Source: an optimization exercise on an open RTL-to-GDS flow (aim: small area, a short achievable clock period and few clock cycles). Production flows keep margins and buffers that such runs may drop. Where RTL was checked, it was by simulation tests only, not by an equivalence proof against the original. No functional check of the RTL was part of runs 1, 4 and 5. Power is estimated from default activity; no workload was simulated.

`flow/flow/run.sh`:
```
#!/bin/bash
# Own layout flow: the standard flow (standard.sh), with the standard
# synthesis run first and on its own. For the layout steps it changes only
# how timing is repaired:
#  - timing repair aims for a setup slack of MARGIN ns at the design's clock
#    period, so the layout is optimised for a shorter period than 15 ns;
#  - every port still gets a buffer, but a plain buffer rather than the delay
#    cell buffer_ports picks by default;
#  - gate sizing may use any cell of the same function, not only cells of the
#    same footprint.
set -euo pipefail
MARGIN=10.7
bash standard.sh synth > synth.log 2>&1
bash standard.sh SETUP_SLACK_MARGIN=$MARGIN MATCH_CELL_FOOTPRINT=0 \
   "BUFFER_PORTS_ARGS=-buffer_cell sky130_fd_sc_hd__buf_4" finish > layout.log 2>&1
```
`flow/constraint.sdc`:
```
create_clock -name core_clock -period 15.0 [get_ports {clk}]
set_input_delay 3.0000 -clock core_clock [delete_from_list [all_inputs] [get_ports {clk}]]
set_output_delay 3.0000 -clock core_clock [all_outputs]
set_load 0.01 [all_outputs]
```
`flow/config.mk`:
```
export PLATFORM = sky130hd
export DESIGN_NAME = sccpu
export DESIGN_NICKNAME = sccpu
export VERILOG_FILES = /design/flow/design.v
export SDC_FILE = /design/flow/constraint.sdc
export NUM_CORES = 8
export LEC_CHECK = 0
export CAP_MARGIN = 20
export CORE_MARGIN = 2
export CORE_UTILIZATION = 55
export CTS_CLUSTER_DIAMETER = 80
export CTS_CLUSTER_SIZE = 24
export SLEW_MARGIN = 20
export SYNTH_HIERARCHICAL = 1
```
`flow/design.v`:
```
module RF(
   input         clk,
   input         rst,
   input         we,         
   input  [31:1] S1, S2,       
   output [31:1] VN,           
   input  [4:0]  A3,
   input  [31:0] WD,
   input         BP1, BP2,     
   input  [31:0] BV,
   output [31:0] RD1, RD2
);
   wire [31:0] q [0:31];
   reg  [31:1] vld;
   assign q[0] = 32'd0;
   genvar g;
   generate
      for (g = 1; g < 32; g = g + 1) begin : r
         reg [31:0] d;
         always @(posedge clk)
            if (we && A3 == g)
               d <= WD;
         always @(posedge clk, posedge rst)
            if (rst)
               vld[g] <= 1'b0;
            else if (we && A3 == g)
               vld[g] <= 1'b1;
         assign q[g] = d;
      end
   endgenerate
   wire [31:0] wdec = 32'd1 << A3;
   assign VN = vld | (wdec[31:1] & {31{we}});
   wire [31:0] sel1 = {S1, BP1};
   wire [31:0] sel2 = {S2, BP2};
   genvar j;
   generate
      for (j = 0; j < 32; j = j + 1) begin : rdb
         wire [31:0] col;
         assign col[0] = BV[j];
         for (g = 1; g < 32; g = g + 1) begin : c
            assign col[g] = q[g][j];
         end
         RF_bit U1 (.s(sel1), .d(col), .o(RD1[j]));
         RF_bit U2 (.s(sel2), .d(col), .o(RD2[j]));
      end
   endgenerate
endmodule
module RF_bit(input [31:0] s, input [31:0] d, output o);
   wire [10:0] n;
   genvar i;
   generate
      for (i = 0; i < 10; i = i + 1) begin : g
         RF_aoi3 u (.s(s[3*i+2:3*i]), .d(d[3*i+2:3*i]), .y(n[i]));
      end
   endgenerate
   RF_aoi2 u10 (.s(s[31:30]), .d(d[31:30]), .y(n[10]));
   assign o = ~&n;
endmodule
module RF_aoi3(input [2:0] s, input [2:0] d, output y);
   assign y = ~|(s & d);
endmodule
module RF_aoi2(input [1:0] s, input [1:0] d, output y);
   assign y = ~|(s & d);
endmodule
module sccpu( clk, rst, instr, readdata, PC, MemWrite, aluout, writedata);
   input         clk;
   input         rst;
   input  [31:0] instr;
   input  [31:0] readdata;
   output [31:0] PC;
   output        MemWrite;
   output [31:0] aluout;
   output [31:0] writedata;
   reg  [31:0] pc_r;
   reg         btb_v;
   reg  [9:0]  btb_tag;       
   reg  [13:0] btb_tl;        
   reg         stall;         
   reg  [31:1] p_s1, p_s2;    
   reg         p_bp1, p_bp2;  
   reg         d_v;           
   reg  [31:0] d_ir;
   reg  [31:0] d_pc4;
   reg         d_btb;         
   reg         e_we, e_ld, e_st, e_br, e_jr;
   reg         e_bne, e_pred;
   reg         e_skip1;       
   reg  [4:0]  e_dst;
   reg  [31:0] e_a, e_b, e_sd;
   reg  [31:0] e_addr;        
   reg         e_eq;          
   reg  [4:0]  e_shamt;
   reg         e_shv;         
   reg         e_fa, e_fb, e_fsd;    
   reg         r_as, r_inv, r_and, r_or, r_nor, r_slt, r_sltu,
               r_sll, r_sh, r_sra, r_pb, r_pa;
   reg         m_we;
   reg  [4:0]  m_dst;
   reg  [31:0] m_res;
   assign PC = pc_r;
   wire [31:0] pc4   = pc_r + 32'd4;
   wire        f_j   = (instr[31:27] == 5'b00001);          
   wire [31:0] f_jt  = {pc4[31:28], instr[25:0], 2'b00};
   wire        f_hit = btb_v & (pc4[11:2] == btb_tag);
   wire [31:0] f_bt  = {pc_r[31:14], btb_tl};
   wire [5:0]  fop   = instr[31:26];
   wire        f_mem = (fop == 6'h23) | (fop == 6'h2b);       
   wire        f_sw  = (fop == 6'h2b);
   wire [5:0]  op  = d_ir[31:26];
   wire [5:0]  fn  = d_ir[5:0];
   wire [4:0]  rs  = d_ir[25:21];
   wire [4:0]  rt  = d_ir[20:16];
   wire [4:0]  rd  = d_ir[15:11];
   wire [15:0] imm = d_ir[15:0];
   wire rtype  = (op == 6'h00);
   wire f_add  = rtype & (fn == 6'h20 | fn == 6'h21);
   wire f_sub  = rtype & (fn == 6'h22 | fn == 6'h23);
   wire f_and  = rtype & (fn == 6'h24);
   wire f_or   = rtype & (fn == 6'h25);
   wire f_nor  = rtype & (fn == 6'h27);
   wire f_slt  = rtype & (fn == 6'h2a);
   wire f_sltu = rtype & (fn == 6'h2b);
   wire f_sll  = rtype & (fn == 6'h00);
   wire f_srl  = rtype & (fn == 6'h02);
   wire f_sra  = rtype & (fn == 6'h03);
   wire f_sllv = rtype & (fn == 6'h04);
   wire f_srlv = rtype & (fn == 6'h06);
   wire f_jr   = rtype & (fn == 6'h08);
   wire f_jalr = rtype & (fn == 6'h09);
   wire f_pa   = rtype & ~(f_add | f_sub | f_and | f_or | f_nor | f_slt | f_sltu |
                           f_sll | f_srl | f_sra | f_sllv | f_srlv | f_jalr);
   wire i_addi = (op == 6'h08);
   wire i_andi = (op == 6'h0c);
   wire i_ori  = (op == 6'h0d);
   wire i_slti = (op == 6'h0a);
   wire i_lui  = (op == 6'h0f);
   wire i_lw   = (op == 6'h23);
   wire i_sw   = (op == 6'h2b);
   wire i_beq  = (op == 6'h04);
   wire i_bne  = (op == 6'h05);
   wire i_jal  = (op == 6'h03);
   wire i_j    = (op == 6'h02);
   wire use_imm  = i_addi | i_andi | i_ori | i_slti | i_lui | i_lw | i_sw;
   wire use_link = i_jal | f_jalr;
   wire sext     = i_addi | i_slti | i_lw | i_sw;
   wire wr_rt    = i_addi | i_andi | i_ori | i_slti | i_lui | i_lw;
   wire wr_31    = i_jal | f_jalr;
   wire regwr    = rtype | wr_rt | i_jal;
   wire [4:0] dst = wr_31 ? 5'd31 : (wr_rt ? rt : rd);
   wire [31:0] rsv, rtv;
   wire [31:1] vn;
   RF U_RF (.clk(clk), .rst(rst), .we(m_we), .S1(p_s1), .S2(p_s2), .VN(vn), .A3(m_dst),
            .WD(m_res), .BP1(p_bp1), .BP2(p_bp2), .BV(m_res),
            .RD1(rsv), .RD2(rtv));
   wire [31:0] immx = i_lui ? {imm, 16'd0} :
                      sext  ? {{16{imm[15]}}, imm} : {16'd0, imm};
   wire        d_isbr = i_beq | i_bne;
   wire [31:0] d_bt   = d_pc4 + {{14{imm[15]}}, imm, 2'b00};
   wire        d_bb   = d_isbr & imm[15];         
   wire [31:0] d_nx   = d_bb ? d_bt : d_pc4;      
   wire [31:0] d_alt  = imm[15] ? d_pc4 : d_bt;
   wire        use_rt = ~(use_imm | use_link | d_isbr);
   wire [31:0] bsel   = d_isbr ? d_alt : (use_link ? d_pc4 : immx);
   wire [31:0] bval   = use_rt ? rtv : bsel;
   wire [31:0] addr   = rsv + {{16{imm[15]}}, imm};
   wire [31:0] a  = e_fa  ? m_res : e_a;
   wire [31:0] b  = e_fb  ? m_res : e_b;
   wire [32:0] s33 = {1'b0, a} + {1'b0, b ^ {32{r_inv}}} + {32'd0, r_inv};
   wire        ltu = ~s33[32];
   wire        lts = (a[31] ^ b[31]) ? a[31] : s33[31];
   wire [4:0]  sh  = e_shv ? a[4:0] : e_shamt;
   wire [31:0] brev, srev, shr;
   wire [31:0] shin = r_sll ? brev : b;
   wire [63:0] shx  = {{32{r_sra & b[31]}}, shin} >> sh;
   assign shr = shx[31:0];
   genvar k;
   generate
      for (k = 0; k < 32; k = k + 1) begin : rv
         assign brev[k] = b[31-k];
         assign srev[k] = shr[31-k];
      end
   endgenerate
   wire [31:0] shres = r_sll ? srev : shr;
   wire [31:0] res = ({32{r_as}}  & s33[31:0])
                   | {31'd0, (r_slt & lts) | (r_sltu & ltu)}
                   | ({32{r_and}} & (a & b))
                   | ({32{r_or}}  & (a | b))
                   | ({32{r_nor}} & ~(a | b))
                   | ({32{r_sh}}  & shres)
                   | ({32{r_pb}}  & b)
                   | ({32{r_pa}}  & a);
   wire        eq = e_fa  ? (e_fsd ? 1'b1 : (m_res == e_sd)) :
                    e_fsd ? (e_a == m_res) : e_eq;
   wire        taken    = eq ^ e_bne;
   wire        mispred  = e_br & (taken ^ e_pred);
   wire        d_seq    = ~(i_j | i_jal) & ~d_btb & ~d_bb;
   wire        skip1    = e_br & e_skip1 & taken & d_seq;
   wire        e_redir  = (mispred & ~skip1) | e_jr;
   wire [31:0] e_target = e_jr ? a : e_b;
   assign aluout    = e_addr;
   assign writedata = e_sd;
   assign MemWrite  = e_st;
   wire [31:0] ck_b = {{14{imm[15]}}, imm, 2'b00};
   wire [31:0] ck_k = d_pc4 ^ ck_b ^ pc_r;
   wire [31:0] ck_z = {(d_pc4[30:0] & ck_b[30:0]) | ((d_pc4[30:0] ^ ck_b[30:0]) & ~pc_r[30:0]), 1'b0};
   wire        d_btbok = d_bb & (ck_k == ck_z);
   wire        d_redir = d_v & ~stall & ~e_redir & (d_btb ? ~d_btbok : d_bb);
   wire [31:0] pc_nj = e_redir ? e_target :
                       stall   ? pc_r :
                       d_redir ? d_nx :
                       f_hit   ? f_bt : pc4;
   wire        take_j = f_j & ~(e_redir | stall | d_redir);
   always @(posedge clk, posedge rst)
      if (rst)
         pc_r <= 32'd0;
      else
         pc_r <= take_j ? f_jt : pc_nj;
   always @(posedge clk, posedge rst)
      if (rst)
         d_v <= 1'b0;
      else if (e_redir)
         d_v <= 1'b0;
      else if (!stall)
         d_v <= ~d_redir;
   always @(posedge clk)
      if (!stall) begin
         d_ir  <= instr;
         d_pc4 <= pc4;
         d_btb <= f_hit & ~f_j;
      end
   wire go = d_v & ~stall & ~e_redir & ~skip1;    
   wire go_we = go & regwr & (dst != 5'd0);
   wire [4:0]  nrs = stall ? rs : instr[25:21];
   wire [4:0]  nrt = stall ? rt : instr[20:16];
   wire [31:0] oh1 = 32'd1 << nrs;
   wire [31:0] oh2 = 32'd1 << nrt;
   wire        bp1 = e_we & (e_dst == nrs);
   wire        bp2 = e_we & (e_dst == nrt);
   always @(posedge clk) begin
      p_s1  <= oh1[31:1] & vn & {31{~bp1}};
      p_s2  <= oh2[31:1] & vn & {31{~bp2}};
      p_bp1 <= bp1;
      p_bp2 <= bp2;
   end
   always @(posedge clk, posedge rst)
      if (rst)
         stall <= 1'b0;
      else
         stall <= go_we & ~d_redir &
                  ((f_mem & instr[25:21] == dst) | (f_sw & instr[20:16] == dst));
   always @(posedge clk, posedge rst)
      if (rst) begin
         e_we <= 1'b0; e_ld <= 1'b0; e_st <= 1'b0; e_br <= 1'b0; e_jr <= 1'b0;
      end else begin
         e_we <= go_we;
         e_ld <= go & i_lw;
         e_st <= go & i_sw;
         e_br <= go & d_isbr;
         e_jr <= go & (f_jr | f_jalr);
      end
   always @(posedge clk) begin
      e_dst   <= dst;
      e_bne   <= i_bne;
      e_pred  <= imm[15];
      e_skip1 <= (imm == 16'd1);
      e_a     <= rsv;
      e_b     <= bval;
      e_sd    <= rtv;
      e_addr  <= addr;
      e_eq    <= (rsv == rtv);
      e_shamt <= d_ir[10:6];
      e_shv   <= f_sllv | f_srlv;
      e_fa    <= e_we & (e_dst == rs);
      e_fb    <= e_we & (e_dst == rt) & use_rt;
      e_fsd   <= e_we & (e_dst == rt);
      r_as    <= f_add | i_addi | i_lw | i_sw | f_sub;
      r_inv   <= f_sub | f_slt | i_slti | f_sltu;
      r_and   <= f_and | i_andi;
      r_or    <= f_or | i_ori;
      r_nor   <= f_nor;
      r_slt   <= f_slt | i_slti;
      r_sltu  <= f_sltu;
      r_sll   <= f_sll | f_sllv;
      r_sh    <= f_sll | f_sllv | f_srl | f_srlv | f_sra;
      r_sra   <= f_sra;
      r_pb    <= i_lui | use_link;
      r_pa    <= f_pa;
   end
   always @(posedge clk, posedge rst)
      if (rst)
         m_we <= 1'b0;
      else
         m_we <= e_we;
   always @(posedge clk) begin
      m_dst <= e_dst;
      m_res <= e_ld ? readdata : res;
   end
   wire btb_we = d_v & ~stall & d_bb;
   always @(posedge clk, posedge rst)
      if (rst)
         btb_v <= 1'b0;
      else if (btb_we)
         btb_v <= 1'b1;
   always @(posedge clk)
      if (btb_we) begin
         btb_tag <= d_pc4[11:2];
         btb_tl  <= d_bt[13:0];
      end
endmodule
```
`flow/standard.sh`:
```
#!/bin/bash
# synth_recipe.tcl (not shown) runs the flow's synth.tcl, then flattens the netlist and writes it again
# the make line also repeats each setting of config.mk as NAME=value (left out here)
make -C /OpenROAD-flow-scripts/flow DESIGN_CONFIG=/design/flow/config.mk WORK_HOME=/design/flow/orfs CLKGATE_MAP_FILE= SYNTH_SCRIPT=/design/flow/synth_recipe.tcl "${@:-finish}"
```
==> impl.org, run 1 <==
** Run status
- The run finished with no timing, DRC or antenna violations.

** Clock tree
- Clock latency on the worst-skew pair, taken at its later pin, is 730 ps.
- Hold repair after CTS inserted 0 buffers.
- Clock net sink count :: 1412
- Clock root cell :: clkbuf_16
- Number of buffers on the longest clock path :: 3
- The H-tree was split into 3 levels.
- Number of buffers added by the clock tree synthesis step :: 77
- Clock-pin transition on the worst setup and hold timing paths :: 90 ps
- TritonCTS clock tree :: done

** Power
- In this run the power density over the cells is 131 mW/mm^2.
- Total power for the finished layout comes to 9.96 mW.
- Max rail drop VDD :: 144 uV
- The analysis attributes to cell leakage a power of 27.0 nW.

** Detailed routing
- DR WL/cell :: 40.6 um
- Vias/cell :: 7.90
- After detailed routing, the met2 layer carries 117000 um of wire.
- For this block, the initial DRC count from the detailed router was 13500.
- The first detailed-routing pass took 11 iterations.
- Highest Signal Layer :: met5
- In the detailed route, the total length drawn on met3 is 52200 um.
- Sum of routed wire length over all layers :: 292000 um
- The count of nets left with antenna violations once routing finished came out at 0.
- Via count of the routed design :: 56700
- After detailed routing, the wire length on met1 is 105000 um.
- Number of remaining DRC errors :: 0

** Global routing
- Vias in the first global route :: 51100
- Antenna violations before repair :: 12
- The first global-routing pass estimated 396000 um of wire.
- Maximum number of pins on one net before global-route repair :: 63
- Global route overflow :: 0
- Global routing used 44.7% of the available tracks.

** Synthesis
- Synthesized flop and latch total :: 1412
- Number of flops mapped to enable cells by yosys :: 1081
- Dividing the synthesized area by the synthesized cell count gives 13.0 sq um.
- Of all flip-flops after synthesis, the portion carrying an async set or reset was 5.10%.
- For this run, the register share of the synthesized area comes to 58.7%.
- Number of different library cells in the post-synthesis netlist :: 107
- During synthesis, Yosys emitted a total of 8 warnings.
- Main flop type after synthesis :: edfxtp_1
- Synthesis produced a netlist with a net count of 5346.
- In the synthesized netlist, the number of instances is 5152.
- Mapped cell area :: 0.0672 sq mm

** Worst setup path
- Critical Path End Type :: flop
- The worst setup path is launched from an input port.
- Top Family by Delay on Critical Path :: compound AO/OA/AOI/OAI gates
- Slowest cell on crit path :: or3b_4
- STA puts the critical path data arrival time at 5050 ps.
- CP max stage delay :: 400 ps
- CP max FO :: 4
- The signal on the critical path passes through buf_12 -> or3b_4 -> or3_4 -> a211oi_4 -> buf_6 -> o2111ai_4 -> o31a_1 -> a31o_2 -> o21ai_2.
- Required time at the worst-slack endpoint :: 15620 ps
- The worst setup path is of the input port to flop kind.
- Total buffers and inverters traversed by the critical path :: 2

** Timing
- Final Max Slew Viols :: 0
- Setup violations remaining at the end of the flow were counted as 0.
- The hold violation count in the final report was 0.
- Setup repair after global routing could not meet its margin everywhere.
- Worst slew margin relative to its limit :: 11.9%
- The worst path needs 4430 ps of the cycle, external delays included.
- For the pin with the worst max-slew slack, the measured transition is 1280 ps.
- Between clock sinks in the finished design, the worst skew comes to 70.7 ps.
- Sum of negative setup slack :: 0 ps
- Highest attainable clock frequency :: 0.226 GHz
- Dividing the final minimum period by the clock period gives 29.5%.

** Place
- The congestion estimate from routability-driven global placement came to 1.01.
- Number of I/O port buffers :: 162
- Number of cells after detailed placement :: 6957
- After legalization and detailed placement, the total HPWL measured 189000 um.

** Floorplanning
- Row Count :: 128
- Height of the die :: 354 um
- Top-level port count :: 163
- From left edge to right edge, the die measures 354 um.
- The floorplan step defined a die boundary enclosing 0.125 sq mm.
- Core Area :: 0.122 sq mm
- The initial utilization of the core area, before any placement, comes to 55.3%.

** Worst hold path
- The path class of the tightest hold or removal check is flop to flop.

** Finish
- Post-route insts no fill :: 7180
- Cells with a size suffix above 1 make up 17.4% of the layout.
- Post-synthesis to final-layout area growth :: 13.1%
- Final-layout fill cell count :: 9450
- Number of nets in the finished design :: 5684

** Flow run
- Max-Cap Viols :: 0
## per-module statistics from Yosys, one instance, submodules excluded
module / flip-flops and latches / copies in the design / area [sq um] / cells inside
RF_bit: 0 / 64 / 23.8 / 4
sccpu: 389 / 1 / 27100 / 3043
RF_aoi3: 0 / 640 / 10.0 / 1
RF_aoi2: 0 / 64 / 12.5 / 1
RF: 1023 / 1 / 31400 / 1149
## final cells by class
| cell class | instances | area, sq um | share of cell area [%] |
|---|---|---|---|
| inverter | 117 | 447 | 0.588 |
| tap | 1625 | 2030 | 2.68 |
| antenna | 13 | 32.5 | 0.0428 |
| clock inverter | 33 | 408 | 0.537 |
| multi-input combinational | 3448 | 27500 | 36.2 |
| clock buffer | 98 | 2050 | 2.70 |
| sequential | 1412 | 39600 | 52.1 |
| timing repair buffer | 434 | 3900 | 5.14 |
## per-stage QoR
stage	cell area, sq um	setup WS [ps]	hold slack, ps	util (%)
final	76000	10570	473	62.5
after global routing	76000	10500	490	62.5
after CTS	75100	10590	476	61.8
after detailed placement	71500	9230	453	58.8
after global placement	71500	9320	445	58.8
after floorplan	67300	10110	398	-
## cells in the mapped netlist, drive strengths merged (22+ instances only)
library cell	instances	area share (%)
and3	83	0.77
nand4	163	1.5
dfrtp	72	2.7
nand3	133	1.0
and2	22	0.20
buf	52	0.47
nor3	47	0.36
a221oi	37	0.49
mux2i	124	1.9
nor4	40	0.37
o21a	24	0.27
a211oi	60	0.68
edfxtp	1081	48
mux4	27	0.93
xnor2	150	2.0
a31oi	45	0.42
nand2b	26	0.24
o211ai	30	0.34
fa	32	0.95
a21o	52	0.58
a222oi	650	9.7
inv	114	0.64
o21ai	150	1.1
nand2	251	1.4
mux2	60	1.0
nor2	254	1.4
o22ai	26	0.25
ha	96	1.8
clkbuf	126	0.71
o21bai	69	0.80
a22oi	76	1.3
xor2	153	2.0
dfxtp	259	7.7
or3	83	0.77
a21oi	230	1.8
## report_power, final
group / leakage, nW / internal [mW] / switching, mW / total (mW)
clock network: 1.18 / 1.03 / 1.39 / 2.42
logic: 12.8 / 0.938 / 1.74 / 2.68
registers: 13.1 / 4.57 / 0.293 / 4.87
## worst reg2reg max path, cell delays in order (launching register included)
cell and delay (ps):
dfxtp_1 310, buf_4 410, xor2_1 240, nor4_4 510
nand4_1 240, o211a_1 320, a22o_1 290, or2_2 380
o21a_4 330, buf_4 280, o311ai_0 860, o21a_1 240
## registers in the layout (all words and copies together) (netlist names), 5 cells and up
name / cells
pc_r: 32
p_s1: 31
e_shamt: 5
e_a: 32
p_s2: 31
btb_tag: 10
e_b: 32
e_sd: 32
e_dst: 5
m_res: 32
U_RF.vld: 31
U_RF.r.d: 992
btb_tl: 14
e_addr: 32
m_dst: 5
d_pc4: 32
d_ir: 32
## routing by layer
layer	up-vias	global-route usage, %
li1	22500	-
met1	27800	63.7
met2	5637	61.7
met3	788	15.1
met4	4	20.2
met5	-	0
## layout by cell type, fill, tap and decap left out, drive strengths merged, types with 27 or more instances in the layout
cell / synthesis / routed
a211oi: 60 / 60
a21o: 52 / 52
a21oi: 230 / 231
a221oi: 37 / 37
a222oi: 650 / 650
a22oi: 76 / 76
a31oi: 45 / 45
and3: 83 / 83
buf: 52 / 426
clkbuf: 126 / 106
dfrtp: 72 / 72
dfxtp: 259 / 259
edfxtp: 1081 / 1081
fa: 32 / 32
ha: 96 / 96
inv: 114 / 124
mux2: 60 / 60
mux2i: 124 / 124
mux4: 27 / 27
nand2: 251 / 251
nand3: 133 / 134
nand4: 163 / 163
nor2: 254 / 255
nor3: 47 / 47
nor4: 40 / 40
o211ai: 30 / 30
o21ai: 150 / 150
o21bai: 69 / 69
or3: 83 / 83
xnor2: 150 / 150
xor2: 153 / 153
## final timing paths
check / from / endpoint / slack, ps / cells past startpoint
max: instr[30] / pc_r[25]$_DFFE_PP0P_ / 10570 / 9
min: U_RF.vld[8]$_DFFE_PP0P_ / U_RF.vld[8]$_DFFE_PP0P_ / 470 / 1
max reg2reg: m_res[2]$_DFF_P_ / pc_r[18]$_DFFE_PP0P_ / 10600 / 11
min reg2reg: U_RF.vld[8]$_DFFE_PP0P_ / U_RF.vld[8]$_DFFE_PP0P_ / 470 / 1
max in group asynchronous: rst / pc_r[2]$_DFFE_PP0P_ / 11960 / 3
min in group asynchronous: rst / U_RF.vld[8]$_DFFE_PP0P_ / 2390 / 3
## kinds of logic after synthesis
family                   synth area share, %
flip-flops                              58.7
multiplexers                            3.83
adder cells (fa/ha/maj)                 2.76
AND/OR/NAND/NOR                         8.92
XOR/XNOR                                3.98
buffers and inverters                   1.82
AO/OA/AOI/OAI                           20.0
## what timing repair did
action                                  in CTS  in global routing
gates resized for setup                    225                134
cloned                                       4                  6
pin swaps                                   25                 63
endpoints found under the setup margin     136                 97
buffers inserted                            41                 27
==> inputs of run 2 (changes only) <==
--- a/flow/design.v
+++ b/flow/design.v
@@ -84,7 +84,6 @@
    reg         d_btb;         
    reg         e_we, e_ld, e_st, e_br, e_jr;
    reg         e_bne, e_pred;
-   reg         e_skip1;       
    reg  [4:0]  e_dst;
    reg  [31:0] e_a, e_b, e_sd;
    reg  [31:0] e_addr;        
@@ -139,7 +138,6 @@
    wire i_beq  = (op == 6'h04);
    wire i_bne  = (op == 6'h05);
    wire i_jal  = (op == 6'h03);
-   wire i_j    = (op == 6'h02);
    wire use_imm  = i_addi | i_andi | i_ori | i_slti | i_lui | i_lw | i_sw;
    wire use_link = i_jal | f_jalr;
    wire sext     = i_addi | i_slti | i_lw | i_sw;
@@ -193,9 +191,7 @@
                     e_fsd ? (e_a == m_res) : e_eq;
    wire        taken    = eq ^ e_bne;
    wire        mispred  = e_br & (taken ^ e_pred);
-   wire        d_seq    = ~(i_j | i_jal) & ~d_btb & ~d_bb;
-   wire        skip1    = e_br & e_skip1 & taken & d_seq;
-   wire        e_redir  = (mispred & ~skip1) | e_jr;
+   wire        e_redir  = mispred | e_jr;
    wire [31:0] e_target = e_jr ? a : e_b;
    assign aluout    = e_addr;
    assign writedata = e_sd;
@@ -228,7 +224,7 @@
          d_pc4 <= pc4;
          d_btb <= f_hit & ~f_j;
       end
-   wire go = d_v & ~stall & ~e_redir & ~skip1;    
+   wire go = d_v & ~stall & ~e_redir;      
    wire go_we = go & regwr & (dst != 5'd0);
    wire [4:0]  nrs = stall ? rs : instr[25:21];
    wire [4:0]  nrt = stall ? rt : instr[20:16];
@@ -262,7 +258,6 @@
       e_dst   <= dst;
       e_bne   <= i_bne;
       e_pred  <= imm[15];
-      e_skip1 <= (imm == 16'd1);
       e_a     <= rsv;
       e_b     <= bval;
       e_sd    <= rtv;
--- a/flow/flow/run.sh
+++ b/flow/flow/run.sh
@@ -7,9 +7,12 @@
 #  - every port still gets a buffer, but a plain buffer rather than the delay
 #    cell buffer_ports picks by default;
 #  - gate sizing may use any cell of the same function, not only cells of the
-#    same footprint.
+#    same footprint;
+#  - after floorplanning, the flip-flops that drive output ports are given
+#    drive strength 4 (flow/io_flops.tcl).
 set -euo pipefail
 MARGIN=10.7
 bash standard.sh synth > synth.log 2>&1
 bash standard.sh SETUP_SLACK_MARGIN=$MARGIN MATCH_CELL_FOOTPRINT=0 \
-   "BUFFER_PORTS_ARGS=-buffer_cell sky130_fd_sc_hd__buf_4" finish > layout.log 2>&1
+   "BUFFER_PORTS_ARGS=-buffer_cell sky130_fd_sc_hd__buf_4" \
+   POST_FLOORPLAN_TCL=$PWD/flow/io_flops.tcl finish > layout.log 2>&1
==> flow/flow/io_flops.tcl (new file) <==
# Upsize the flip-flops that drive output ports to drive strength 4 (same
# cell type, stronger drive): they drive long wires to the ports' buffers.
foreach port [get_ports -quiet *] {
  if {[get_property $port direction] != "output"} { continue }
  set net [get_nets -quiet -of_objects $port]
  if {$net == ""} { continue }
  foreach pin [get_pins -quiet -of_objects $net -filter "direction == output"] {
    set inst [get_property $pin instance]
    set master [get_property $inst ref_name]
    if {[regexp {^(sky130_fd_sc_hd__(dfxtp|dfrtp))_[12]$} $master -> base]} {
      replace_cell $inst ${base}_4
    }
  }
}
--- a/flow/config.mk
+++ b/flow/config.mk
@@ -12,3 +12,4 @@
 export CTS_CLUSTER_SIZE = 24
 export SLEW_MARGIN = 20
 export SYNTH_HIERARCHICAL = 1
+export TNS_END_PERCENT = 0
==> run 2 against run 1 <==
Against the previous run:
- the flow now stops in floorplan
- synthesized cell count rose by 1.3%
- synthesized area up 0.25%
==> impl.org, run 2 <==
** Run status
- Status :: aborted with a tool error
- The flow halted during floorplan.
- First error :: [ERROR STA-0100] unsupported object type Port.

** Synthesis
- The sequential area share after synthesis came to 58.5% (-0.17 points).
- Yosys top cell area share :: 48.2% (-0.12 points)
- The most used flip-flop cell after synthesis is edfxtp_1.
- The share of flip-flops with an asynchronous set or reset is 5.10% (about the same).
- Average cell area after synthesis :: 12.9 sq um (-1.0%)
- Mapped cell area :: 0.0674 sq mm (+0.25%)
- The number of synthesis warnings is 8 (unchanged).
- Number of different library cells in the post-synthesis netlist :: 97 (-9.3%)
- Leading cell types by total area after synthesis :: edfxtp_1, a222oi_1, dfxtp_1
- Synthesized flop and latch total :: 1411 (-0.071%)
- The number of enable flip-flop cells after synthesis was 1081 (unchanged).
- Cell type with the largest total area after synthesis :: edfxtp_1
- The synthesized netlist net count came to 5413 (+1.3%).
- Dominant cell by count in the synthesized netlist :: edfxtp_1
- The count of mapped cells out of synthesis is 5219 (+1.3%).
- By count the netlist is led by edfxtp_1, a222oi_1, nor2_1.

** Floorplanning
- Height of the die :: 354 um (+0.12%)
- The overall die width came to 354 um (+0.12%).
- Effective utilization at floorplan :: 55.4% (+0.063 points)
- Row Count :: 128 (unchanged)
## run 2: cell types whose count changed after synthesis, sizes merged, moves of 11 or more
cell and change:
a221oi -14, a21oi +28, mux2i +21, nand2 -11, xnor2 +67, xor2 -74, nand3b +12, nor2 +35
## run 2: Yosys stat by module (local to each module, per instance)
module   copies in the design  cells inside  flip-flops and latches
RF_bit                     64             4                       0
RF                          1          1149                    1023
RF_aoi3                   640             1                       0
sccpu                       1          3110                     388
RF_aoi2                    64             1                       0
## run 2: cell families after synthesis
kind of cell    Yosys count  synth area share, %
compound gates         1641                 20.0
xor+xnor                296                 3.85
fa+ha+maj               130                 2.76
buf+inv                 302                 1.79
flops                  1411                 58.5
mux                     223                 3.94
simple gates           1216                 9.16
Testbench counts of run 2, summed over its fixed seeds: cycles 71,888.
==> inputs of run 3 (changes only) <==
==> flow/flow/io_flops.tcl (replaced) <==
# Upsize the flip-flops that drive output ports to drive strength 4 (same
# cell type, stronger drive): they drive long wires to the ports' buffers.
set block [ord::get_db_block]
foreach bterm [$block getBTerms] {
  if {[$bterm getIoType] != "OUTPUT"} { continue }
  set net [$bterm getNet]
  if {$net == "NULL"} { continue }
  foreach iterm [$net getITerms] {
    if {![$iterm isOutputSignal]} { continue }
    set inst [$iterm getInst]
    set master [[$inst getMaster] getName]
    if {[regexp {^(sky130_fd_sc_hd__(dfxtp|dfrtp))_[12]$} $master -> base]} {
      replace_cell [$inst getName] ${base}_4
    }
  }
}
==> run 3 against run 2 <==
Against the previous run:
- the run now finishes clean
- synthesized area unchanged
- synthesized cell count unchanged
==> impl.org, run 3 <==
** Clock tree
- In this run the deepest clock path goes through 3 buffers.
- Clock net sink count :: 1411
- Total of hold buffers inserted after clock tree synthesis :: 0
- Number of buffers added by the clock tree synthesis step :: 79
- The cell sitting at the root of the clock tree is a clkbuf_16.
- Clock Latency Late Sink :: 750 ps
- The H-tree was split into 3 levels.
- Clock-pin slew was measured on the worst setup and hold paths at 100 ps.
- TritonCTS clock tree :: done

** Timing
- Across all setup checks in the final design, the least slack found is 10430 ps.
- Post-route clock skew :: 46.2 ps
- Sum of negative setup slack :: 0 ps
- The final max-slew violation count was 0.
- Time the worst path needs with I/O delays and setup :: 4570 ps
- After layout, the worst path uses 30.5% of the clock period.
- Unrepaired setup endpoints after global routing :: true
- Number of endpoints failing setup at the final stage :: 0
- At the pin with the least slew margin, the transition time is 1270 ps.
- Highest attainable clock frequency :: 0.219 GHz
- Headroom to the max-slew limit came out at 13.1%.
- Number of endpoints with negative hold slack in the final report :: 0

** Flow run
- Max-Cap Viols :: 0

** Synthesis
- The sequential area share after synthesis was 58.5% (unchanged).
- The number of enable flip-flop cells after synthesis came to 1081 (unchanged).
- Synthesized Nets :: 5413 (unchanged)
- The count of state elements after synthesis is 1411 (unchanged).
- Average cell area after synthesis :: 12.9 sq um (unchanged)
- The number of distinct standard cells referenced by the synthesized netlist was 97 (unchanged).
- The share of the synthesized area in the top cell type is 48.2% (unchanged).
- The commonest cells after synthesis are edfxtp_1, a222oi_1, nor2_1.
- Main flop type after synthesis :: edfxtp_1
- Warning count from the yosys run :: 8 (unchanged)
- The count of mapped cells out of synthesis was 5219 (unchanged).
- edfxtp_1 is the most common cell in the netlist.
- Ranked by total cell area, the synthesized netlist is headed by edfxtp_1, a222oi_1, dfxtp_1.
- The share of flip-flops with an asynchronous set or reset was 5.10% (unchanged).
- The cell area after synthesis was 0.0674 sq mm (unchanged).
- Cell type with the largest total area after synthesis :: edfxtp_1

** Place
- The congestion estimate from routability-driven global placement came to 1.00.
- The placed instances occupy a cell area of 0.0720 sq mm.
- Input and output buffers added on the ports amount to 162.
- Number of cells after detailed placement :: 7018
- Worst-case setup slack after placement :: 9510 ps
- The HPWL after detailed placement is 195000 um.

** Finish
- Final-layout fill cell count :: 9632
- Post-route insts no fill :: 7184
- For this run, the share of the core covered by cells in the final layout is 61.8%.
- Most used cells in the layout excluding fill and tap cells :: edfxtp_1, a222oi_1, buf_4
- Number of nets in the finished design :: 5692
- Commonest non-fill, non-tap cell in the layout :: edfxtp_1
- Post-route design area :: 0.0752 sq mm
- The register with the most flip-flops in the layout has 992 of them.
- From synthesis to final layout, the design area changed by 11.6%.
- More flip-flops sit in one register than any other, and that register is U_RF.r.d.
- The post-route netlist has 16.3% of its cells at a drive strength greater than 1.

** Power
- Net switching power of the design :: 3.46 mW
- Registers are responsible for 49.3% of the overall power.
- Share of total power in combinational logic :: 26.2%
- Max rail drop VDD :: 151 uV
- Share of total power consumed by net switching :: 34.3%
- Power density over cell area :: 134 mW/mm^2
- Summed over all cells, the static leakage comes to 26.3 nW.
- The internal power of the cells totals 6.63 mW.
- In this run, the clock network consumes 24.5% of the power.

** Floorplanning
- The number of placement rows is 128 (unchanged).
- Height of the die :: 354 um (unchanged)
- DIE WIDTH :: 354 um (unchanged)
- Core Area :: 0.122 sq mm
- Effective utilization at floorplan :: 55.4% (unchanged)
- Total Die Area :: 0.125 sq mm
- Pin placement for this block handled 163 I/O pins.

** Detailed routing
- Number of nets with antenna violations after routing :: 0
- For this run, the detailed router's first-pass iteration total came to 14.
- After detailed routing, the average wire length per cell comes to 40.9 um.
- In this run, the number of DRC markers left after iteration 0 of detailed routing was 14200.
- Number of remaining DRC errors :: 0
- The routed design has 294000 um of wire.
- Dividing the detail-routed via count by the number of cells gives 7.86.
- Summing over every cut layer, the via total after detailed routing is 56400.

** Global routing
- Global route overflow :: 0
- The initial antenna violation count came to 20.
- Entering global routing, the biggest net connects 68 pins.
- Total routing usage reported by global routing :: 45.4%
- Vias in the first global route :: 50700
- Wire length of the first global-routing pass :: 401000 um

** Worst setup path
- Worst setup path class :: flop to flop
- Data arrives at the worst endpoint at 5200 ps.
- STA puts the critical path data required time at 15630 ps.
- Critical Path End Type :: flop
- Worst Setup Start Kind :: flop
- Of all nets on the critical path, the largest fanout is 32.

** Run status
- The flow ran to the end and the layout has no timing, DRC or antenna violations.

** Worst hold path
- The tightest min-delay check is of the flop to flop type.
run 3: cell counts after synthesis:
Identical to the previous run, type by type.
run 3: what timing repair did:
| item | CTS | global route |
|---|---|---|
| gates cloned | 1 | 1 |
| buffers inserted | 22 | 0 |
| endpoints found under the setup margin | 115 | 136 |
| pin swaps | 4 | 19 |
| resized for setup | 60 | 37 |
run 3: final cells by class:
class | instances | area (sq um) | share of cell area [%]
antenna | 4 | 10.0 | 0.0133
clock buffer | 107 | 2120 | 2.82
clock inverter | 31 | 449 | 0.597
inverter | 124 | 465 | 0.619
multi-input combinational | 3507 | 27300 | 36.3
sequential | 1411 | 39900 | 53.0
tap | 1625 | 2030 | 2.70
timing repair buffer | 375 | 2940 | 3.91
run 3: path summary, 6_finish.rpt:
path	startpoint	end	slack [ps]	depth (start not counted)
min reg2reg	btb_v$_DFFE_PP0P_	btb_v$_DFFE_PP0P_	460	1
min in group asynchronous	rst	U_RF.vld[9]$_DFFE_PP0P_	2380	3
min	btb_v$_DFFE_PP0P_	btb_v$_DFFE_PP0P_	460	1
max	p_s1[2]$_DFF_P_	e_addr[28]$_DFF_P_	10430	14
max in group asynchronous	rst	pc_r[7]$_DFFE_PP0P_	11960	3
max reg2reg	p_s1[2]$_DFF_P_	e_addr[28]$_DFF_P_	10430	14
run 3: modules after synthesis, one instance, submodules excluded:
| module | area [sq um] | flip-flops and latches | times used | cells inside |
|---|---|---|---|---|
| RF | 31400 | 1023 | 1 | 1149 |
| RF_aoi2 | 12.5 | 0 | 64 | 1 |
| RF_aoi3 | 10.0 | 0 | 640 | 1 |
| RF_bit | 23.8 | 0 | 64 | 4 |
| sccpu | 27300 | 388 | 1 | 3110 |
run 3: power by group through the flow:
stage | clock, mW | combinational [mW] | sequential, mW
global placement | 0 | 2.39 | 5.07
global route | 2.59 | 2.75 | 4.98
finish | 2.47 | 2.64 | 4.98
CTS | 2.47 | 2.52 | 4.94
detailed placement | 0 | 2.41 | 5.07
floorplan | 0 | 1.33 | 4.98
run 3: layer usage:
metal  GRT usage (%)  up-vias  share of wire, %
met1            63.9    27700                36
met5               0        -             0.038
li1                -    22600                 -
met4            19.3       20               5.8
met2            61.3     5336                39
met3            19.3      801                19
run 3: worst max-delay path, stage by stage, from the launching register on:
cell,delay [ps]
dfxtp_1,310
buf_4,300
a222oi_1,450
nand4_1,510
or3_4,610
ha_1,360
o21ai_0,150
a211oi_2,300
o21ai_1,180
a211oi_2,420
o21ai_4,140
o2111ai_1,320
a21o_1,160
a21oi_1,70
xnor2_1,130
run 3: cells by family after synthesis:
logic type / Yosys count / share of synthesized area (%)
simple gates: 1216 / 9.16
compound gates: 1641 / 20.0
mux: 223 / 3.94
xor+xnor: 296 / 3.85
flops: 1411 / 58.5
fa+ha+maj: 130 / 2.76
buf+inv: 302 / 1.79
run 3: metrics by stage:
step | hold slack [ps] | power (mW)
6_report | 465 | 10.1
5_1_grt | 480 | 10.3
4_1_cts | 469 | 9.93
3_5_place_dp | 446 | 7.48
3_3_place_gp | 445 | 7.47
2_1_floorplan | 398 | 6.31
==> inputs of run 4 (changes only) <==
--- a/flow/design.v
+++ b/flow/design.v
@@ -87,7 +87,6 @@
    reg  [4:0]  e_dst;
    reg  [31:0] e_a, e_b, e_sd;
    reg  [31:0] e_addr;        
-   reg         e_eq;          
    reg  [4:0]  e_shamt;
    reg         e_shv;         
    reg         e_fa, e_fb, e_fsd;    
@@ -155,7 +154,6 @@
    wire        d_isbr = i_beq | i_bne;
    wire [31:0] d_bt   = d_pc4 + {{14{imm[15]}}, imm, 2'b00};
    wire        d_bb   = d_isbr & imm[15];         
-   wire [31:0] d_nx   = d_bb ? d_bt : d_pc4;      
    wire [31:0] d_alt  = imm[15] ? d_pc4 : d_bt;
    wire        use_rt = ~(use_imm | use_link | d_isbr);
    wire [31:0] bsel   = d_isbr ? d_alt : (use_link ? d_pc4 : immx);
@@ -180,15 +178,15 @@
    endgenerate
    wire [31:0] shres = r_sll ? srev : shr;
    wire [31:0] res = ({32{r_as}}  & s33[31:0])
-                   | {31'd0, (r_slt & lts) | (r_sltu & ltu)}
+                   | {31'd0, e_lt}
                    | ({32{r_and}} & (a & b))
                    | ({32{r_or}}  & (a | b))
                    | ({32{r_nor}} & ~(a | b))
                    | ({32{r_sh}}  & shres)
                    | ({32{r_pb}}  & b)
                    | ({32{r_pa}}  & a);
-   wire        eq = e_fa  ? (e_fsd ? 1'b1 : (m_res == e_sd)) :
-                    e_fsd ? (e_a == m_res) : e_eq;
+   wire        e_lt = (r_slt & lts) | (r_sltu & ltu);    
+   wire        eq = e_fa ? (e_fsd ? 1'b1 : (m_res == e_sd)) : (e_a == m_res);
    wire        taken    = eq ^ e_bne;
    wire        mispred  = e_br & (taken ^ e_pred);
    wire        e_redir  = mispred | e_jr;
@@ -196,21 +194,33 @@
    assign aluout    = e_addr;
    assign writedata = e_sd;
    assign MemWrite  = e_st;
+   wire        dep_rs  = e_we & (e_dst == rs);
+   wire        dep_rt  = e_we & (e_dst == rt);
+   wire        d_eq    = (rsv == rtv);
+   wire        d_slt   = (r_slt | r_sltu) & ((dep_rs & rt == 5'd0) | (dep_rt & rs == 5'd0));
+   wire        d_res   = d_isbr & ((~dep_rs & ~dep_rt) | d_slt);
+   wire        d_tk    = (d_slt ? ~e_lt : d_eq) ^ i_bne;
+   wire        want_bt = d_isbr & (d_res ? d_tk : d_bb);
    wire [31:0] ck_b = {{14{imm[15]}}, imm, 2'b00};
    wire [31:0] ck_k = d_pc4 ^ ck_b ^ pc_r;
    wire [31:0] ck_z = {(d_pc4[30:0] & ck_b[30:0]) | ((d_pc4[30:0] ^ ck_b[30:0]) & ~pc_r[30:0]), 1'b0};
-   wire        d_btbok = d_bb & (ck_k == ck_z);
-   wire        d_redir = d_v & ~stall & ~e_redir & (d_btb ? ~d_btbok : d_bb);
-   wire [31:0] pc_nj = e_redir ? e_target :
-                       stall   ? pc_r :
-                       d_redir ? d_nx :
-                       f_hit   ? f_bt : pc4;
-   wire        take_j = f_j & ~(e_redir | stall | d_redir);
+   wire        got_bt  = d_btb & (ck_k == ck_z);
+   wire        d_ok    = d_v & ~stall & ~e_redir;
+   wire        sel_bt  = d_ok & want_bt & ~got_bt;     
+   wire        sel_p4  = d_ok & ~want_bt & d_btb;      
+   wire        d_redir = sel_bt | sel_p4;
+   wire        take_j = f_j & ~(e_redir | stall);
+   wire [31:0] pc_nd  = e_redir ? e_target :
+                        stall   ? pc_r :
+                        take_j  ? f_jt :
+                        f_hit   ? f_bt : pc4;
+   wire [31:0] pc_next = ({32{sel_bt}} & d_bt) | ({32{sel_p4}} & d_pc4) |
+                         ({32{~d_redir}} & pc_nd);
    always @(posedge clk, posedge rst)
       if (rst)
          pc_r <= 32'd0;
       else
-         pc_r <= take_j ? f_jt : pc_nj;
+         pc_r <= pc_next;
    always @(posedge clk, posedge rst)
       if (rst)
          d_v <= 1'b0;
@@ -251,7 +261,7 @@
          e_we <= go_we;
          e_ld <= go & i_lw;
          e_st <= go & i_sw;
-         e_br <= go & d_isbr;
+         e_br <= go & d_isbr & ~d_res;
          e_jr <= go & (f_jr | f_jalr);
       end
    always @(posedge clk) begin
@@ -262,7 +272,6 @@
       e_b     <= bval;
       e_sd    <= rtv;
       e_addr  <= addr;
-      e_eq    <= (rsv == rtv);
       e_shamt <= d_ir[10:6];
       e_shv   <= f_sllv | f_srlv;
       e_fa    <= e_we & (e_dst == rs);
==> flow/flow/run.sh (replaced) <==
#!/bin/bash
# Own layout flow: the standard flow (standard.sh), with the standard
# synthesis run first and on its own. For the layout steps it changes only
# how timing is repaired:
#  - timing repair aims for a setup slack of MARGIN ns at the design's clock
#    period, so the layout is optimised for a shorter period than 15 ns;
#  - every port still gets a buffer, but a plain buffer rather than the delay
#    cell buffer_ports picks by default;
#  - gate sizing may use any cell of the same function, not only cells of the
#    same footprint.
set -euo pipefail
MARGIN=10.7
bash standard.sh synth > synth.log 2>&1
bash standard.sh SETUP_SLACK_MARGIN=$MARGIN MATCH_CELL_FOOTPRINT=0 \
   "BUFFER_PORTS_ARGS=-buffer_cell sky130_fd_sc_hd__buf_4" finish > layout.log 2>&1
removed: flow/flow/io_flops.tcl
==> run 4 against run 3 <==
Against the previous run:
- flip-flop and latch count is 1 lower
- core utilization is 0.70 points higher
- die area is 1.8% lower
- combinational power is 3% lower
- power is 1.9% lower
- first-iteration DRC count is 5.8% lower
- routed wire length is 1.4% lower
- non-clock buffer count is 44 higher
- final area is 0.59% lower
- fmax is 7.6% lower
- clock skew is 13 ps higher
- critical path depth is 4 higher
- critical path type unchanged
==> impl.org, run 4 <==
** Global routing
- Wire length of the first global-routing pass :: 395000 um (-1.5%)
- The remaining global-route overflow was 0 (unchanged).
- The initial antenna violation count was 17 (-15%).
- Maximum number of pins on one net before global-route repair :: 66 (-2.9%)
- The total global routing track utilization is 46.1% (+0.71 points).
- The via count of the first global-routing pass was 50200 (-0.89%).

** Synthesis
- The count of mapped cells out of synthesis came to 5067 (-2.9%).
- The sequential area share after synthesis came to 59.6% (+1.1 points).
- The mean area per synthesized cell was 13.1 sq um (+1.1%).
- The number of distinct standard cells referenced by the synthesized netlist is 92 (-5.2%).
- Cell type with the largest total area after synthesis :: edfxtp_1
- Leading cell types by count after synthesis :: edfxtp_1, a222oi_1, nor2_1
- Yosys instantiated no cell more often than edfxtp_1.
- Leading cell types by total area after synthesis :: edfxtp_1, a222oi_1, dfxtp_1
- Main flop type after synthesis :: edfxtp_1
- Synthesized Nets :: 5261 (-2.8%)
- The count of state elements after synthesis is 1410 (-0.071%).
- Yosys top cell area share :: 49.1% (+0.91 points)
- The cell area after synthesis was 0.0661 sq mm (-1.8%).
- The number of enable flip-flop cells after synthesis was 1081 (unchanged).
- The share of flip-flops with an asynchronous set or reset came to 5.11% (about the same).
- The number of synthesis warnings came to 8 (unchanged).

** Finish
- The share of post-route cells with drive strength above 1 came to 16.3% (-0.056 points).
- Area of combinational cells with multiple inputs :: 0.0266 sq mm (-2.5%)
- The library cell used most frequently in the layout, excluding fill and tap cells, is edfxtp_1.
- Leaving out fill and tap cells, the most frequent cells in the layout are edfxtp_1, a222oi_1, buf_4.
- The post-route standard cell area excluding fillers came to 0.0748 sq mm (-0.59%).
- The net count reported at finish came to 5584 (-1.9%).
- The sequential cell area is 0.0395 sq mm (-0.98%).
- Reg with most FFs :: U_RF.r.d
- Final-layout fill cell count :: 9331 (-3.1%)
- The flip-flop count of the largest register after layout is 992 (unchanged).
- Post-synthesis to final-layout area growth :: 13.0%

** Worst setup path
- Worst endpoint data arrival time :: 5550 ps (+350 ps)
- On the critical path, the stage with the largest delay is an instance of or3_4.
- Traced cell by cell, the critical path runs through buf_12 -> buf_4 -> a222oi_1 -> nand4_1 -> or3_4 -> buf_4 -> xnor2_1 -> nand4_1 -> nor4_4 -> o211ai_1 -> nor3_1 -> a21oi_1 -> o2111a_2 -> a21boi_4 -> a22o_4 -> buf_4 -> a21o_1 -> a211o_1.
- The required time at the worst-slack endpoint was 15610 ps (-20 ps).
- Most frequent cell on the critical path :: buf_4
- CP max stage delay :: 540 ps (-70 ps)
- CP max FO :: 16 (-50%)
- The critical path is of the flop to flop type.
- The worst setup path is captured at a flop.
- STA classifies the critical path startpoint as a flop.

** Timing
- Sum of negative setup slack :: 0 ps (unchanged)
- Number of endpoints with negative hold slack in the final report :: 0 (unchanged)
- The final critical delay including setup and external delays is 4950 ps (+376 ps).
- The fmax came to 0.202 GHz (-7.6%).
- The final setup violation count was 0 (unchanged).
- Setup repair after global routing could not meet its margin everywhere.
- The worst-case headroom to the max-slew limit came to 14.8% (+1.7 points).
- The clock skew after layout is 59.0 ps (+12.8 ps).
- Slew at the pin with the worst max-slew slack :: 1270 ps (+7.00 ps)
- The share of the clock period used by the worst path after layout was 33.0% (+2.5 points).
- The final max-slew violation count came to 0 (unchanged).

** Flow run
- The count of maximum capacitance violations was 0 (unchanged).

** Floorplanning
- DIE WIDTH :: 351 um (-0.92%)
- The die area came to 0.123 sq mm (-1.8%).
- Core Area :: 0.120 sq mm (-1.7%)
- Row Count :: 127 (-0.78%)
- Height of the die :: 351 um (-0.92%)
- Top-level port count :: 163 (unchanged)
- Effective utilization at floorplan :: 55.3% (-0.086 points)

** Detailed routing
- Via count of the routed design :: 54800 (-2.9%)
- Number of nets with antenna violations after routing :: 0 (unchanged)
- Vias/cell :: 7.76 (-1.2%)
- Sum of routed wire length over all layers :: 290000 um (-1.4%)
- DRC marker count from the first detailed-route iteration :: 13300 (-5.8%)
- Number of remaining DRC errors :: 0 (unchanged)
- The length of the first detailed-routing pass in iterations came to 14 (unchanged).
- DR WL/cell :: 41.0 um (+0.29%)

** Power
- The power per standard cell area is 132 mW/mm^2 (-1.3%).
- Leakage power :: 26.4 nW (+0.47%)
- The maximum resistive drop on vdd is 129 uV (-14%).

** Clock tree
- The level count of the clock H-tree was 3 (unchanged).
- The clock latency reported for the late side of the worst-skew pair came to 730 ps (-20 ps).
- TritonCTS built the clock tree.
- The cell sitting at the root of the clock tree is a clkbuf_16.
- Clock-pin transition on the worst setup and hold timing paths :: 100 ps (about the same)
- Number of buffers added by the clock tree synthesis step :: 76 (-3.8%)
- The total clock sinks came to 1410 (-0.071%).
- The maximum count of clock buffers along a single path came to 3 (unchanged).
- The hold buffer count at CTS was 0 (unchanged).

** Place
- The weighted congestion at the end of routability-driven global placement was 1.03 (+3.1%).
- Total placed instance area :: 0.0704 sq mm (-2.2%)
- Number of I/O port buffers :: 162 (unchanged)
- Estimated wirelength of the detail-placed design :: 183000 um (-6.5%)

** Worst hold path
- Hold Crit Class :: flop to flop

** Run status
- The run finished with no timing, DRC or antenna violations.
run 4: changes by cell type after synthesis, sizes merged, moves of 17 or more:
cell    change
a211oi     -34
xor2       +68
xnor2      -43
mux2       -19
nand3      -20
nor3       -20
a31oi      -21
a22oi      +17
o22ai      -17
o21ai      +17
mux2i      -42
run 4: layout make-up:
| class | count | area share, % |
|---|---|---|
| Antenna cell | 11 | 0.0368 |
| Clock buffer | 103 | 2.72 |
| Clock inverter | 24 | 0.454 |
| Inverter | 137 | 0.690 |
| Multi-Input combinational cell | 3346 | 35.6 |
| Sequential cell | 1410 | 52.8 |
| Tap cell | 1612 | 2.70 |
| Timing Repair Buffer | 419 | 4.96 |
run 4: logic make-up after synthesis:
kind of cell | after synthesis | share of synthesized area (%)
AOI/OAI and AO/OA | 1608 | 19.9
xor gates and xnor gates | 321 | 4.25
adders and majority gates | 129 | 2.80
buffers and inverters | 313 | 1.84
DFF | 1410 | 59.6
muxes | 164 | 3.12
and+or+nand+nor | 1122 | 8.46
run 4: path summary, 6_finish.rpt:
check,depth (start not counted),slack [ps],to,startpoint
setup / recovery,18,10060,pc_r[31]$_DFF_PP0_,p_s1[15]$_DFF_P_
hold / removal,1,470,U_RF.vld[12]$_DFFE_PP0P_,U_RF.vld[12]$_DFFE_PP0P_
setup reg to reg,18,10060,pc_r[31]$_DFF_PP0_,p_s1[15]$_DFF_P_
hold reg to reg,1,470,U_RF.vld[12]$_DFFE_PP0P_,U_RF.vld[12]$_DFFE_PP0P_
max in group asynchronous,3,12020,e_jr$_DFF_PP0_,rst
min in group asynchronous,3,2380,U_RF.vld[5]$_DFFE_PP0P_,rst
run 4: metrics by stage:
| stage | std cells | utilization [%] | hold WS, ps | total power [mW] | setup slack, ps |
|---|---|---|---|---|---|
| 2_1_floorplan | 5067 | - | 329 | 6.23 | 10220 |
| 3_3_place_gp | 6860 | 58.9 | 448 | 7.34 | 8390 |
| 3_5_place_dp | 6860 | 58.9 | 452 | 7.36 | 8260 |
| 4_1_cts | 7047 | 62.3 | 470 | 9.72 | 10270 |
| 5_1_grt | 7051 | 62.5 | 480 | 10.1 | 10000 |
| 6_report | 7062 | 62.5 | 469 | 9.89 | 10060 |
run 4: Yosys stat by module, one instance, submodules excluded:
module / times used / flip-flops and latches / cell area (sq um) / cells inside
RF: 1 / 1023 / 31400 / 1149
RF_aoi2: 64 / 0 / 12.5 / 1
RF_aoi3: 640 / 0 / 10.0 / 1
RF_bit: 64 / 0 / 23.8 / 4
sccpu: 1 / 387 / 26000 / 2958
run 4: layer usage:
metal | GRT usage (%) | routed length [um] | vias up
met1 | 62.1 | 102000 | 26900
li1 | - | - | 21900
met5 | 0 | 66 | -
met4 | 22.1 | 16900 | 12
met2 | 63.1 | 116000 | 5104
met3 | 21.0 | 54500 | 902
run 4: worst max-delay path, delay by kind of cell, from the launching register on:
family,cells,cell delay (ps)
simple gates,5,1780
flops,1,380
compound gates,8,1880
xor+xnor,1,120
buf+inv,4,660
run 4: report_power, final:
group | leakage, nW | switching, mW | total (mW) | internal, mW
registers | 13.1 | 0.369 | 4.96 | 4.59
clock network | 1.12 | 1.37 | 2.38 | 1.01
logic | 12.3 | 1.68 | 2.56 | 0.884
run 4: what timing repair did:
item                                    in CTS  in global routing
endpoints found under the setup margin     167                184
setup buffers                               45                  2
resized for setup                          239                 26
pin swaps                                  123                 22
gates cloned                                15                  0
==> inputs of run 5 (changes only) <==
--- a/flow/design.v
+++ b/flow/design.v
@@ -196,26 +196,32 @@
    assign MemWrite  = e_st;
    wire        dep_rs  = e_we & (e_dst == rs);
    wire        dep_rt  = e_we & (e_dst == rt);
-   wire        d_eq    = (rsv == rtv);
+   wire        d_eq;
+   EQ32 U_DEQ (.a(rsv), .b(rtv), .y(d_eq));
    wire        d_slt   = (r_slt | r_sltu) & ((dep_rs & rt == 5'd0) | (dep_rt & rs == 5'd0));
    wire        d_res   = d_isbr & ((~dep_rs & ~dep_rt) | d_slt);
    wire        d_tk    = (d_slt ? ~e_lt : d_eq) ^ i_bne;
-   wire        want_bt = d_isbr & (d_res ? d_tk : d_bb);
    wire [31:0] ck_b = {{14{imm[15]}}, imm, 2'b00};
    wire [31:0] ck_k = d_pc4 ^ ck_b ^ pc_r;
    wire [31:0] ck_z = {(d_pc4[30:0] & ck_b[30:0]) | ((d_pc4[30:0] ^ ck_b[30:0]) & ~pc_r[30:0]), 1'b0};
    wire        got_bt  = d_btb & (ck_k == ck_z);
    wire        d_ok    = d_v & ~stall & ~e_redir;
-   wire        sel_bt  = d_ok & want_bt & ~got_bt;     
-   wire        sel_p4  = d_ok & ~want_bt & d_btb;      
-   wire        d_redir = sel_bt | sel_p4;
+   wire        want1   = d_isbr & (d_res | d_bb);
+   wire        want0   = d_isbr & ~d_res & d_bb;
+   wire        sel_bt1 = d_ok & want1 & ~got_bt;        
+   wire        sel_p41 = d_ok & ~want1 & d_btb;         
+   wire        sel_bt0 = d_ok & want0 & ~got_bt;
+   wire        sel_p40 = d_ok & ~want0 & d_btb;
+   wire        d_redir = d_tk ? (sel_bt1 | sel_p41) : (sel_bt0 | sel_p40);
    wire        take_j = f_j & ~(e_redir | stall);
    wire [31:0] pc_nd  = e_redir ? e_target :
                         stall   ? pc_r :
                         take_j  ? f_jt :
                         f_hit   ? f_bt : pc4;
-   wire [31:0] pc_next = ({32{sel_bt}} & d_bt) | ({32{sel_p4}} & d_pc4) |
-                         ({32{~d_redir}} & pc_nd);
+   wire [31:0] pc_x1 = sel_bt1 ? d_bt : sel_p41 ? d_pc4 : pc_nd;
+   wire [31:0] pc_x0 = sel_bt0 ? d_bt : sel_p40 ? d_pc4 : pc_nd;
+   wire [31:0] pc_next;
+   MUX32 U_PMUX (.s(d_tk), .a(pc_x1), .b(pc_x0), .y(pc_next));
    always @(posedge clk, posedge rst)
       if (rst)
          pc_r <= 32'd0;
@@ -311,3 +317,9 @@
          btb_tl  <= d_bt[13:0];
       end
 endmodule
+module MUX32(input s, input [31:0] a, input [31:0] b, output [31:0] y);
+   assign y = s ? a : b;
+endmodule
+module EQ32(input [31:0] a, input [31:0] b, output y);
+   assign y = (a == b);
+endmodule
==> run 5 against run 4 <==
Against the previous run:
- critical path type unchanged
- register-to-register slack hardly changed
- hold slack better by 2.4 ps
- fmax is 0.15% lower
- largest power group unchanged
- sequential power is 1% higher
==> impl.org, run 5 <==
** Run status
- The run finished with no timing, DRC or antenna violations.

** Synthesis
- Synthesized Nets :: 5468 (+3.9%)
- Number of different library cells in the post-synthesis netlist :: 96 (+4.3%)
- Mapped cell area :: 0.0680 sq mm (+2.8%)
- The sequential area share after synthesis was 58.0% (-1.6 points).
- The share of flip-flops with an asynchronous set or reset is 5.11% (unchanged).
- Leading cell types by count after synthesis :: edfxtp_1, a222oi_1, a21oi_1
- Xor/xnor share of the synthesized area :: 4.20% (-0.046 points)
- Fraction of the mapped netlist area in compound gates :: 19.7% (-0.22 points)
- The share of the synthesized area in the top cell type came to 47.7% (-1.3 points).
- The number of synthesis warnings was 8 (unchanged).
- The count of mapped cells out of synthesis was 5274 (+4.1%).
- The mux cell area share after synthesis is 4.77% (+1.6 points).
- Sorting the synthesized cells by area gives the leading types as edfxtp_1, a222oi_1, dfxtp_1.
- Average cell area after synthesis :: 12.9 sq um (-1.2%)
- The adder-cell area share of the yosys netlist is 2.71% (-0.091 points).
- Dominant cell by count in the synthesized netlist :: edfxtp_1
- The area fraction in and, or, nand and nor cells after synthesis came to 8.61% (+0.15 points).
- Main flop type after synthesis :: edfxtp_1
- After synthesis, the largest family of logic cells by area is compound AO/OA/AOI/OAI gates.
- The largest total area in the synthesized netlist belongs to edfxtp_1.
- Number of flops mapped to enable cells by yosys :: 1081 (unchanged)
- The count of state elements after synthesis is 1410 (unchanged).

** Flow run
- The count of maximum capacitance violations came to 0 (unchanged).

** Global routing
- Total routing usage reported by global routing :: 46.7% (+0.53 points)
- Maximum number of pins on one net before global-route repair :: 80 (+21%)
- Antenna violations before repair :: 31 (+14)
- The via count of the first global-routing pass came to 52800 (+5.1%).
- The remaining global-route overflow was 0 (unchanged).
- The wire length of the first global-routing pass came to 413000 um (+4.6%).

** Timing
- Sum of negative setup slack :: 0 ps (unchanged)
- Slew at the pin with the worst max-slew slack :: 1120 ps (-155 ps)
- Number of endpoints failing setup at the final stage :: 0 (unchanged)
- Worst slew margin relative to its limit :: 23.5% (+8.7 points)
- The final max-slew violation count came to 0 (unchanged).
- The clock skew after layout came to 38.9 ps (-20.0 ps).
- Setup repair after global routing could not meet its margin everywhere.
- The least setup slack across all paths after layout is 10050 ps (-7.40 ps).
- The hold violation count in the final report was 0 (unchanged).
- The share of the clock period used by the worst path after layout came to 33.0% (+0.049 points).
- The final critical delay including setup and external delays was 4950 ps (+7.40 ps).
- The fmax was 0.202 GHz (-0.15%).

** Clock tree
- The total clock sinks came to 1410 (unchanged).
- Number of buffers on the longest clock path :: 3 (unchanged)
- The cell sitting at the root of the clock tree is a clkbuf_16.
- TritonCTS clock tree :: done
- Number of buffers added by the clock tree synthesis step :: 77 (+1.3%)
- The hold buffer count at CTS came to 0 (unchanged).
- Clock-pin transition on the worst setup and hold timing paths :: 100 ps (about the same)
- The level count of the clock H-tree came to 3 (unchanged).
- The clock latency reported for the late side of the worst-skew pair is 730 ps (about the same).

** Worst setup path
- Among all stages on the critical path, the largest delay is contributed by or3_4.
- The delay contributed by the slowest stage of the critical path came to 610 ps (+70 ps).
- The worst setup path is launched from a flop.
- The critical path goes through buf_4 -> buf_4 -> a222oi_1 -> nand4_1 -> or3_4 -> xor2_1 -> nor4_1 -> nand4_1 -> nor2_4 -> a22oi_2 -> o21ai_4 -> xnor2_2 -> inv_4 -> buf_12 -> mux2_2.
- CP max FO :: 23 (+7)
- The number of buffers and inverters on the critical path was 4 (unchanged).
- Worst endpoint data arrival time :: 5550 ps (about the same)
- Critical Path End Type :: flop
- The kind of cell with the highest combined delay along the critical path is simple AND/OR/NAND/NOR gates.
- The critical path is of the flop to flop type.
- Required time at the worst-slack endpoint :: 15600 ps (about the same)

** Place
- The count of input and output buffers is 162 (unchanged).
- The post-placement cell count is 7075 (+3.1%).
- Worst-case setup slack after placement :: 9140 ps (+878 ps)
- The post-DP HPWL was 197000 um (+7.8%).
- Total placed instance area :: 0.0723 sq mm (+2.6%)
- Placer Congestion :: 1.01 (-2.1%)

** Floorplanning
- Height of the die :: 356 um (+1.4%)
- Top-level port count :: 163 (unchanged)
- DIE WIDTH :: 356 um (+1.4%)
- Total Die Area :: 0.126 sq mm (+2.8%)
- Effective utilization at floorplan :: 55.6% (+0.37 points)
- Core Area :: 0.122 sq mm (+2.1%)
- The number of placement rows was 128 (+0.79%).

** Finish
- Post-synthesis to final-layout area growth :: 12.3%
- Post-route insts no fill :: 7270 (+2.9%)
- The multi-input combinational cell area is 0.0283 sq mm (+6.1%).
- Reg with most FFs :: U_RF.r.d
- Post-route design area :: 0.0763 sq mm (+2.1%)
- The library cell used most frequently in the layout, excluding fill and tap cells, is edfxtp_1.
- Number of nets in the finished design :: 5769 (+3.3%)
- The flip-flop count of the largest register after layout came to 992 (unchanged).
- The share of post-route cells with drive strength above 1 came to 16.5% (+0.26 points).
- Final-layout fill cell count :: 9554 (+2.4%)
- Total area of sequential cells :: 0.0395 sq mm (about the same)
- Most used cells in the layout excluding fill and tap cells :: edfxtp_1, a222oi_1, buf_4

** Detailed routing
- The length of the first detailed-routing pass in iterations was 12 (-2).
- The post-detailed-route count of antenna-violating nets is 0 (unchanged).
- The routed via count divided by cell count was 7.93 (+2.2%).
- The wire length reported by the detailed router came to 304000 um (+4.9%).
- DR WL/cell :: 41.8 um (+1.9%)
- DRC marker count from the first detailed-route iteration :: 14600 (+9.6%)
- The number of DRC violations after detailed routing was 0 (unchanged).
- The via count was 57700 (+5.2%).

** Worst hold path
- Hold Crit Class :: flop to flop

** Power
- Max rail drop VDD :: 155 uV (+20%)
- The static power due to leakage came to 27.2 nW (+2.8%).
- Power density over cell area :: 136 mW/mm^2 (+2.6%)
## run 5: changes by cell type after synthesis, sizes merged, moves of 12 or more
cell     previous run  this run
o21ai             171       205
and3               76        90
a2bb2oi             6        18
mux2               31        71
a21oi             274       293
xor2              147       120
buf                35        59
xnor2             174       203
mux2i             103       150
o22ai               7        25
## run 5: per-module statistics from Yosys, one instance, submodules excluded
module | flip-flops and latches | cell area (sq um) | cells
MUX32 | 0 | 544 | 36
sccpu | 387 | 27000 | 3086
EQ32 | 0 | 347 | 43
RF_bit | 0 | 23.8 | 4
RF_aoi3 | 0 | 10.0 | 1
RF | 1023 | 31400 | 1149
RF_aoi2 | 0 | 12.5 | 1
## run 5: area by class of cell
type / count / share of cell area [%]
repair buffers: 412 / 4.67
multi-input cells: 3543 / 37.0
flip-flops and latches: 1410 / 51.7
diodes: 13 / 0.0426
well taps: 1625 / 2.66
clock buffers: 110 / 2.80
inverters: 131 / 0.654
clock inverters: 26 / 0.402
## run 5: worst reg2reg max path, stage by stage (launching register included)
cell	delay, ps
dfxtp_1	310
buf_4	220
buf_4	320
a222oi_1	530
nand4_1	520
or3_4	610
xor2_1	180
nor4_1	410
nand4_1	240
nor2_4	270
a22oi_2	140
o21ai_4	180
xnor2_2	170
inv_4	190
buf_12	190
mux2_2	360
## run 5: path summary, 6_finish.rpt
kind                                                 end  cells past startpoint                     from  slack (ps)
worst max register to register        pc_r[29]$_DFF_PP0_                     15          p_s2[8]$_DFF_P_       10050
worst max-delay path                  pc_r[29]$_DFF_PP0_                     15          p_s2[8]$_DFF_P_       10050
min in group asynchronous       U_RF.vld[31]$_DFFE_PP0P_                      3                      rst        2390
worst min-delay path             U_RF.vld[4]$_DFFE_PP0P_                      1  U_RF.vld[4]$_DFFE_PP0P_         470
max in group asynchronous                stall$_DFF_PP0_                      3                      rst       11960
worst min register to register   U_RF.vld[4]$_DFFE_PP0P_                      1  U_RF.vld[4]$_DFFE_PP0P_         470
## run 5: where the power goes
group / internal [mW] / switching, mW
registers: 4.63 / 0.403
logic: 1.04 / 1.86
clock network: 1.04 / 1.39
## run 5: timing repair
item                       4_1_cts  5_1_grt
setup endpoints to repair      154      144
gates resized for setup        191       78
pin swaps                       47       29
buffers inserted                20       15
gates cloned                     8        3
## run 5: layer usage
layer | share of wire [%] | wire [um] | vias to the layer above | track usage, %
li1 | - | - | 22700 | -
met1 | 36 | 108000 | 28200 | 63.7
met2 | 40 | 120000 | 5793 | 63.6
met3 | 19 | 57000 | 981 | 20.8
met4 | 6.0 | 18100 | 26 | 21.2
met5 | 0.12 | 365 | - | 0.943
## run 5: metrics by stage
stage	total power [mW]	hold slack [ps]	util (%)
after floorplan	6.52	417	-
after global placement	7.73	445	59.1
after detailed placement	7.75	448	59.1
after CTS	10.2	471	62.0
after global routing	10.6	491	62.4
final	10.4	472	62.5
## run 5: cell families after synthesis
logic type / count (synthesis)
muxes: 256
buffers and inverters: 323
xor gates and xnor gates: 324
DFF: 1410
adders and majority gates: 128
AOI/OAI and AO/OA: 1663
and+or+nand+nor: 1170

## afterwards: timing with drivers on the ports
How much do the figures lean on ideal ports? The routed layouts below were timed once more, with nothing changed but the port constraints. Step 1 (the two cells are an assumption about what drives the block):
set clk [get_ports {clk}]
set_driving_cell -lib_cell sky130_fd_sc_hd__clkbuf_16 $clk
set_driving_cell -lib_cell sky130_fd_sc_hd__buf_2 [delete_from_list [all_inputs] $clk]
Step 2 adds t to the input delays and takes it off the output delays; t is the mean of the earliest and latest rising clock arrival at the registers after step 1. Input paths then give back, and output paths get back, about the clock's delay inside the block. a / b / c = ideal / step 1 / step 2; a / b = the first two.
| run | shift t [ns] | setup WS [ns] | worst slew at a driven data input, ns | pins driven straight from the clock port |
|---|---|---|---|---|
| run 1 | 0.776 | 10.571 / 10.552 / 9.826 | 0.07 | 1 |
| run 3 | 0.807 | 10.431 / 10.431 / 9.828 | 0.09 | 1 |
| run 4 | 0.791 | 10.055 / 10.055 / 9.478 | 0.08 | 1 |
| run 5 | 0.788 | 10.048 / 10.048 / 9.530 | 0.07 | 1 |
After both steps setup and hold are still met in every run listed. The setup slack of run 1, which loses most, moves by -0.019 ns with the drivers and by -0.745 ns with both steps.
